Context: an optimization exercise on an open-source flow, tuned for small area, a short achievable clock period and few clock cycles. The choices shown serve that exercise and are no tape-out recipe.
Where RTL was checked, it was by simulation tests only, not by an equivalence proof against the original.
No activity file was given, so power comes from the tool's default toggle rates.

exp/raven:
==> flow/design.v <==
`default_nettype none
module alu (
    input wire clk,
    input wire reset,
    input wire enable,
    input wire [3:0] op,
    input wire [15:0] ra,
    input wire [15:0] rb,
    output logic [15:0] out,
    output logic busy
);
    localparam logic [3:0] ALU_ADD = 4'd0, ALU_SUB = 4'd1, ALU_MUL = 4'd2, ALU_DIV = 4'd3,
                           ALU_MOD = 4'd4, ALU_SHL = 4'd5, ALU_SHR = 4'd6, ALU_AND = 4'd7,
                           ALU_OR  = 4'd8, ALU_XOR = 4'd9, ALU_NOR = 4'd10, ALU_POPCNT = 4'd11,
                           ALU_CLZ = 4'd12, ALU_CTZ = 4'd13, ALU_XXX = 4'd14, ALU_CMP = 4'd15;
    localparam logic [2:0] O_SUM = 3'd0, O_LOGIC = 3'd1, O_CMP = 3'd2, O_SHL = 3'd3, O_SHR = 3'd4;
    logic [15:0] x, y;
    logic        cin;
    logic [2:0]  omode;
    logic [3:0]  tt;        
    logic        mul;       
    logic        quo;       
    logic        first;     
    logic [3:0]  cnt;       
    logic        nbit;      
    wire [16:0] sum = {1'b0, x} + {1'b0, y} + {16'b0, cin};
    logic [15:0] lu;
    always_comb
        for (int i = 0; i < 16; i++)
            lu[i] = tt[{x[i], y[i]}];
    wire        dstart = busy && first;
    wire [15:0] shin = dstart ? y : x;
    wire [4:0]  shamt = dstart ? {1'b0, cnt} + 5'd1 : {|y[15:4], y[3:0]};
    wire [15:0] shl_v = shamt[4] ? 16'b0 : (shin << shamt[3:0]);
    wire [15:0] shr_v = shamt[4] ? 16'b0 : (shin >> shamt[3:0]);
    wire        eq = &(x ^ y);
    wire        ge = sum[16];
    always_comb begin
        case (omode)
            O_LOGIC: out = lu;
            O_CMP:   out = {13'b0, ge && !eq, eq, !ge};
            O_SHL:   out = shl_v;
            O_SHR:   out = shr_v;
            default: out = sum[15:0];
        endcase
    end
    function automatic [4:0] clz16(input [15:0] v);
        logic [3:0] c;
        logic [15:0] t;
        begin
            t = v;
            c = 4'd0;
            if (t[15:8] == 8'b0) begin c[3] = 1'b1; t = t << 8; end
            if (t[15:12] == 4'b0) begin c[2] = 1'b1; t = t << 4; end
            if (t[15:14] == 2'b0) begin c[1] = 1'b1; t = t << 2; end
            if (t[15] == 1'b0) c[0] = 1'b1;
            clz16 = (v == 16'b0) ? 5'd16 : {1'b0, c};
        end
    endfunction
    function automatic [3:0] clz8(input [7:0] v);
        logic [2:0] c;
        logic [7:0] t;
        begin
            t = v;
            c = 3'd0;
            if (t[7:4] == 4'b0) begin c[2] = 1'b1; t = t << 4; end
            if (t[7:6] == 2'b0) begin c[1] = 1'b1; t = t << 2; end
            if (t[7] == 1'b0) c[0] = 1'b1;
            clz8 = (v == 8'b0) ? 4'd8 : {1'b0, c};
        end
    endfunction
    function automatic [3:0] popcnt8(input [7:0] v);
        logic [1:0] p2 [4];
        logic [2:0] p4 [2];
        begin
            for (int k = 0; k < 4; k++) p2[k] = {1'b0, v[2*k]} + {1'b0, v[2*k+1]};
            for (int k = 0; k < 2; k++) p4[k] = {1'b0, p2[2*k]} + {1'b0, p2[2*k+1]};
            popcnt8 = {1'b0, p4[0]} + {1'b0, p4[1]};
        end
    endfunction
    function automatic [7:0] rev8(input [7:0] v);
        for (int k = 0; k < 8; k++)
            rev8[k] = v[7 - k];
    endfunction
    wire       hi_zero = (ra[15:8] == 8'b0);
    wire       lo_zero = (ra[7:0] == 8'b0);
    wire [3:0] clz_hi = clz8(ra[15:8]);
    wire [3:0] clz_lo = clz8(ra[7:0]);
    wire [3:0] ctz_lo = clz8(rev8(ra[7:0]));
    wire [3:0] ctz_hi = clz8(rev8(ra[15:8]));
    wire [4:0] clz_a = clz16(ra);
    wire [4:0] clz_b = clz16(rb);
    wire [5:0] nm1 = {1'b0, clz_b} - {1'b0, clz_a};
    wire div_run = !nm1[5] && !clz_b[4];
    wire [16:0] rem2 = {y, nbit};
    wire [16:0] trial = rem2 - {1'b0, rb};
    wire        qbit = !trial[16];
    wire [15:0] rem_next = qbit ? trial[15:0] : rem2[15:0];
    wire [1:0]  dsel = busy ? cnt[1:0] : 2'd0;
    wire [3:0]  digit = rb[4*dsel +: 4];
    wire [15:0] mcand = ra << {dsel, 2'b00};
    wire [15:0] pp0 = mcand & {16{digit[0]}};
    wire [15:0] pp1 = (mcand << 1) & {16{digit[1]}};
    wire [15:0] pp2 = (mcand << 2) & {16{digit[2]}};
    wire [15:0] pp3 = (mcand << 3) & {16{digit[3]}};
    wire [15:0] ax = busy ? x : 16'b0;
    wire [15:0] ay = busy ? y : 16'b0;
    wire [15:0] s1 = ax ^ ay ^ pp0;
    wire [15:0] c1 = ((ax & ay) | (ax & pp0) | (ay & pp0)) << 1;
    wire [15:0] s2 = pp1 ^ pp2 ^ pp3;
    wire [15:0] c2 = ((pp1 & pp2) | (pp1 & pp3) | (pp2 & pp3)) << 1;
    wire [15:0] s3 = s1 ^ c1 ^ s2;
    wire [15:0] c3 = ((s1 & c1) | (s1 & s2) | (c1 & s2)) << 1;
    wire [15:0] s4 = s3 ^ c3 ^ c2;
    wire [15:0] c4 = ((s3 & c3) | (s3 & c2) | (c3 & c2)) << 1;
    wire        mul_more = (dsel == 2'd0) ? |rb[15:4] : (dsel == 2'd1) ? |rb[15:8] :
                           (dsel == 2'd2) ? |rb[15:12] : 1'b0;
    logic [15:0] xv, yv;
    logic [2:0]  mv;
    logic [3:0]  tv;
    always_comb begin
        xv = ra;
        yv = rb;
        mv = O_SUM;
        tv = 4'b0000;
        case (op)
            ALU_SUB: yv = ~rb;
            ALU_MUL: begin xv = s4; yv = c4; end
            ALU_DIV: begin xv = {16{rb == 16'b0}}; yv = ra; mv = O_LOGIC; tv = 4'b1100; end
            ALU_MOD: begin xv = {16{rb == 16'b0}}; yv = ra; mv = O_LOGIC; tv = 4'b1010; end
            ALU_SHL: mv = O_SHL;
            ALU_SHR: mv = O_SHR;
            ALU_AND: begin mv = O_LOGIC; tv = 4'b1000; end
            ALU_OR:  begin mv = O_LOGIC; tv = 4'b1110; end
            ALU_XOR: begin mv = O_LOGIC; tv = 4'b0110; end
            ALU_NOR: begin mv = O_LOGIC; tv = 4'b0001; end
            ALU_POPCNT: begin xv = {12'b0, popcnt8(ra[7:0])}; yv = {12'b0, popcnt8(ra[15:8])}; end
            ALU_CLZ: begin xv = {12'b0, clz_hi}; yv = {12'b0, hi_zero ? clz_lo : 4'd0}; end
            ALU_CTZ: begin xv = {12'b0, ctz_lo}; yv = {12'b0, lo_zero ? ctz_hi : 4'd0}; end
            ALU_CMP: begin yv = ~rb; mv = O_CMP; end
            default: ;
        endcase
    end
    always_ff @(posedge clk) begin
        if (reset) begin
            omode <= O_LOGIC;
            busy <= 1'b0;
        end else if (busy) begin
            if (mul) begin
                x <= s4;
                y <= c4;
                if (!mul_more) busy <= 1'b0;
            end else if (first) begin
                y <= shr_v;
            end else begin
                x <= {x[14:0], qbit};
                y <= rem_next;
                if (cnt == 4'd0) busy <= 1'b0;
            end
        end else if (enable && op != ALU_XXX) begin
            x <= xv;
            y <= yv;
            cin <= (op == ALU_SUB) || (op == ALU_CMP);
            omode <= mv;
            busy <= ((op == ALU_DIV || op == ALU_MOD) && div_run) || ((op == ALU_MUL) && mul_more);
        end
    end
    always_ff @(posedge clk) begin
        if (busy) begin
            if (mul) cnt <= cnt + 4'd1;
            else if (!first) cnt <= cnt - 4'd1;
            first <= 1'b0;
            nbit <= first ? ra[cnt] : ra[cnt - 4'd1];
        end else if (enable && (op == ALU_DIV || op == ALU_MOD)) begin
            cnt <= nm1[3:0];
            mul <= 1'b0;
            quo <= (op == ALU_DIV);
            first <= div_run;
        end else if (enable && op == ALU_MUL) begin
            cnt <= 4'd1;
            mul <= 1'b1;
        end
        if (reset) tt <= 4'b0000;
        else if (!busy && enable && op != ALU_XXX) tt <= tv;
    end
endmodule
export LEC_CHECK = 0
export CAP_MARGIN = 20
export CORE_MARGIN = 2
export CORE_UTILIZATION = 60
export SLEW_MARGIN = 20
create_clock -name core_clock -period 9.0 [get_ports {clk}]
standard.sh (not shown) runs the stock make flow with config.mk's settings and CLKGATE_MAP_FILE= SYNTH_SCRIPT=/design/flow/synth_recipe.tcl, a recipe that flattens the netlist after the stock synthesis.
==> flow/flow/run.sh <==
#!/bin/bash
# The standard layout, with plain buffers (buf_4) on the ports instead of the
# delay cells buffer_ports picks by default.
set -euo pipefail
export BUFFER_PORTS_ARGS="-buffer_cell sky130_fd_sc_hd__buf_4"
bash standard.sh > standard_flow.log 2>&1
exp/raven: all stages complete, timing, DRC and antenna checks passed
Relative to exp/raven, the following input files were edited for exp/ember:
Settings: a change of CORE_UTILIZATION from 60 to 40.
==> comparison <==
exp/raven -> exp/ember: async set or reset register ratio after synthesis delta 0, exact match
Of the two values seen for cell with the largest stage delay on the worst path, sky130_fd_sc_hd__buf_4 was produced by exp/raven and sky130_fd_sc_hd__a21o_1 by exp/ember.
In exp/ember the met3 layer usage reported by global route turned out 6.6 points lower than in exp/raven.
exp/ember ended up with a higher fraction of cell area in non-clock buffers than exp/raven did.
Of exp/ember and exp/raven, exp/ember shows the higher sum of routed wire length over all layers, with exp/raven below it.
Via count sits lower in exp/ember than in exp/raven.
Diff exp/raven..exp/ember | final setup violation count | unchanged
exp/ember — final critical delay including setup and external delays 0.18 ns higher, exp/raven as reference
Function was not checked in any run of this note: the RTL went through the layout flow alone.


Setup of run 1:
alu, a different RTL version from the one above (not shown whole).
Size in the first run: about 1,300 cells after synthesis, ~51 flip-flops, about 56 I/O pins, ~0.010 mm² of cells after synthesis.
export LEC_CHECK = 0
export CAP_MARGIN = 20
export CORE_MARGIN = 2
export CORE_UTILIZATION = 60
export SETUP_SLACK_MARGIN = 4.6
export SLEW_MARGIN = 20
create_clock -name core_clock -period 9.0 [get_ports {clk}]
Scripts as last shown in full above: flow/flow/run.sh
Testbench counts of run 1, summed over its fixed seeds: cycles 17,393.
## Diff of input files: run 2 against run 1
Settings: SETUP_SLACK_MARGIN changed from 4.6 to 4.0.
## What came out
Run 2 against run 1: setup violation total in the final timing report ~0 delta, power -0.24 mW, signed area change from the synthesized netlist to the final layout -20 points, wire length the detailed router placed on met1 -8.5%, met1 track demand over resource -1.7 points.
Run 1 has higher critical path depth in cells than run 2.
For the final design instance area without fill, run 2 came in 15% lower than run 1 did.
Higher worst setup slack goes to run 2 over run 1.
The following lists how run 3 was set up differently from run 2:
Settings: a change of SETUP_SLACK_MARGIN from 4.0 to 4.2.
## What came out
- Run 3 was carried through to the last stage, and its layout satisfied the timing, DRC and antenna checks.
- Comparing run 3 and run 2, the lower normalized max-slew margin is on run 2.
- Per the comparison of run 3 with run 2, power density relative to cell area -2.7%, wire length -1.6%, starting density of the core ~0 delta, tightest hold margin +7.9 ps, filler cell count in the final layout -3.7%.


Another version of the RTL of alu (not shown whole).
Size: roughly 42 flip-flops, about 11000 µm² of cells after synthesis.
export LEC_CHECK = 0
export CAP_MARGIN = 20
export CORE_MARGIN = 2
export CORE_UTILIZATION = 40
export SLEW_MARGIN = 20
create_clock -name core_clock -period 9.0 [get_ports {clk}]
run.sh (not shown) runs the stock make flow with config.mk's settings and CLKGATE_MAP_FILE= SYNTH_SCRIPT=/design/flow/synth_recipe.tcl, a recipe that flattens the netlist after the stock synthesis.
Stock flow here: none of the scripts above is used.
Testbench counts at the start, summed over its fixed seeds: cycles 17,393.
Edit:
Settings changed: ABC_CLOCK_PERIOD_IN_PS from default to 4500, SETUP_SLACK_MARGIN from default to 4.0.
Outcome: Worst setup slack improved by 1.0 ns; synthesized cell count stays the same; global-route usage came out higher by 4.0 points; count of clock-buffer cells in the layout came out higher by 1; sequential power came out lower by about 2%; first-iteration DRC count came out higher by 20%.
Edit:
==> flow/flow/run.sh (new file) <==
#!/bin/bash
# The standard layout, with plain buffers (buf_4) on the ports instead of the
# delay cells buffer_ports picks by default.
set -euo pipefail
export BUFFER_PORTS_ARGS="-buffer_cell sky130_fd_sc_hd__buf_4"
bash standard.sh > standard_flow.log 2>&1
==> flow/standard.sh (new file) <==
#!/bin/bash
# synth_recipe.tcl (not shown) runs the flow's synth.tcl, then flattens the netlist and writes it again
# the make line also repeats each setting of config.mk as NAME=value (left out here)
make -C /OpenROAD-flow-scripts/flow DESIGN_CONFIG=/design/flow/config.mk WORK_HOME=/design/flow/orfs CLKGATE_MAP_FILE= SYNTH_SCRIPT=/design/flow/synth_recipe.tcl "${@:-finish}"
Settings changed: ABC_CLOCK_PERIOD_IN_PS 4500 to default, SETUP_SLACK_MARGIN 4.0 to default.
removed: flow/run.sh
After rerunning:
- The new run finished clean
- sequential power goes up by about 2%
- hold slack gets worse by 0.023 ns
- final cell count goes down by 7.5%
- clock power goes up by about 5%
- total power goes down by 14%


Another version of the RTL of alu (not shown whole).
For scale: about 56 I/O pins, ~11000 um2 of cells after synthesis.
## alu
module alu (
    input wire clk,
    input wire reset,
    input wire enable,
    input wire [3:0] op,
    input wire [15:0] ra,
    input wire [15:0] rb,
    output logic [15:0] out,
    output logic busy
);
export LEC_CHECK = 0
export CAP_MARGIN = 20
export CORE_MARGIN = 2
export CORE_UTILIZATION = 60
export SLEW_MARGIN = 20
create_clock -name core_clock -period 9.0 [get_ports {clk}]
standard.sh (not shown) runs the stock make flow with config.mk's settings and CLKGATE_MAP_FILE= SYNTH_SCRIPT=/design/flow/synth_recipe.tcl, a recipe that flattens the netlist after the stock synthesis.
==> flow/flow/run.sh <==
#!/bin/bash
# The standard layout, with plain buffers (buf_4) on the ports instead of the
# delay cells buffer_ports picks by default.
set -euo pipefail
export BUFFER_PORTS_ARGS="-buffer_cell sky130_fd_sc_hd__buf_4"
bash standard.sh > standard_flow.log 2>&1
Edit:
--- a/flow/config.mk
+++ b/flow/config.mk
@@ -10,2 +10,3 @@
 export CORE_UTILIZATION = 60
+export SETUP_SLACK_MARGIN = 4.0
 export SLEW_MARGIN = 20
Routed wire length drops by 2.3%.
Worst hold slack gains 0.0084 ns.
Cell area climbs by about 2.4%.
Clock skew shrinks by 0.010 ns.
Worst setup slack gets better by 0.58 ns.
Critical path depth is lower by 4.
Via count fell by 1.1%.
Register-to-register slack is better by 0.52 ns.
Edit:
--- a/flow/config.mk
+++ b/flow/config.mk
@@ -10,3 +10,3 @@
 export CORE_UTILIZATION = 60
-export SETUP_SLACK_MARGIN = 4.0
+export SETUP_SLACK_MARGIN = 3.6
 export SLEW_MARGIN = 20
Sequential power stays flat.
Non-clock buffer count goes down by 4.
Worst setup slack degrades by 0.20 ns.
Final area drops by about 2%.
No functional check of the RTL was part of any run of this note.

-- what the ideal ports hide --
In the flow no input, the clock included, has a driving cell. The finished layouts below were timed again as built, in two steps.
Step 1 (the two cells are an assumption about what drives the block):
set clk [get_ports {clk}]
set_driving_cell -lib_cell sky130_fd_sc_hd__clkbuf_16 $clk
set_driving_cell -lib_cell sky130_fd_sc_hd__buf_2 [delete_from_list [all_inputs] $clk]
Step 2, shift: input delay + t, output delay - t, t = (earliest + latest rising clock arrival at the registers) / 2. This alone moves slack from input paths to output paths.
Three values: no drivers, after step 1, after step 2; two values: the first two.
| run | shift t [ns] | setup WS [ns] | hold WS [ns] | slew at the worst register clock pin (ns) |
|---|---|---|---|---|
| exp/raven | 0.354 | 3.040 / 2.991 / 3.120 | 0.609 / 0.609 / 0.609 | 0.08 / 0.08 |
| exp/ember | 0.360 | 2.857 / 2.810 / 2.994 | 0.698 / 0.698 / 0.698 | 0.08 / 0.08 |
| run 1 | 0.358 | 3.975 / 3.971 / 3.613 | 0.560 / 0.560 / 0.560 | 0.08 / 0.08 |
| run 2 | 0.353 | 3.991 / 3.992 / 3.638 | 0.553 / 0.553 / 0.553 | 0.09 / 0.09 |
| run 3 | 0.361 | 3.959 / 3.961 / 3.600 | 0.561 / 0.561 / 0.561 | 0.08 / 0.08 |
| the first run of note 3 | 0.365 | 2.696 / 2.723 / 2.358 | 0.550 / 0.550 / 0.550 | 0.09 / 0.09 |
| the second run of note 3 | 0.357 | 3.716 / 3.749 / 3.392 | 0.549 / 0.549 / 0.549 | 0.08 / 0.08 |
| the third run of note 3 | 0.359 | 3.211 / 3.240 / 2.881 | 0.526 / 0.526 / 0.526 | 0.08 / 0.08 |
| the first run of note 4 | 0.357 | 3.373 / 3.324 / 3.367 | 0.556 / 0.556 / 0.556 | 0.07 / 0.07 |
| the second run of note 4 | 0.361 | 3.955 / 3.981 / 3.619 | 0.564 / 0.564 / 0.564 | 0.07 / 0.07 |
| the third run of note 4 | 0.357 | 3.760 / 3.742 / 3.443 | 0.555 / 0.555 / 0.555 | 0.08 / 0.08 |
After both steps setup and hold are still met in every run listed. The setup slack of run 1, which loses most, moves by -0.004 ns with the drivers and by -0.362 ns with both steps.
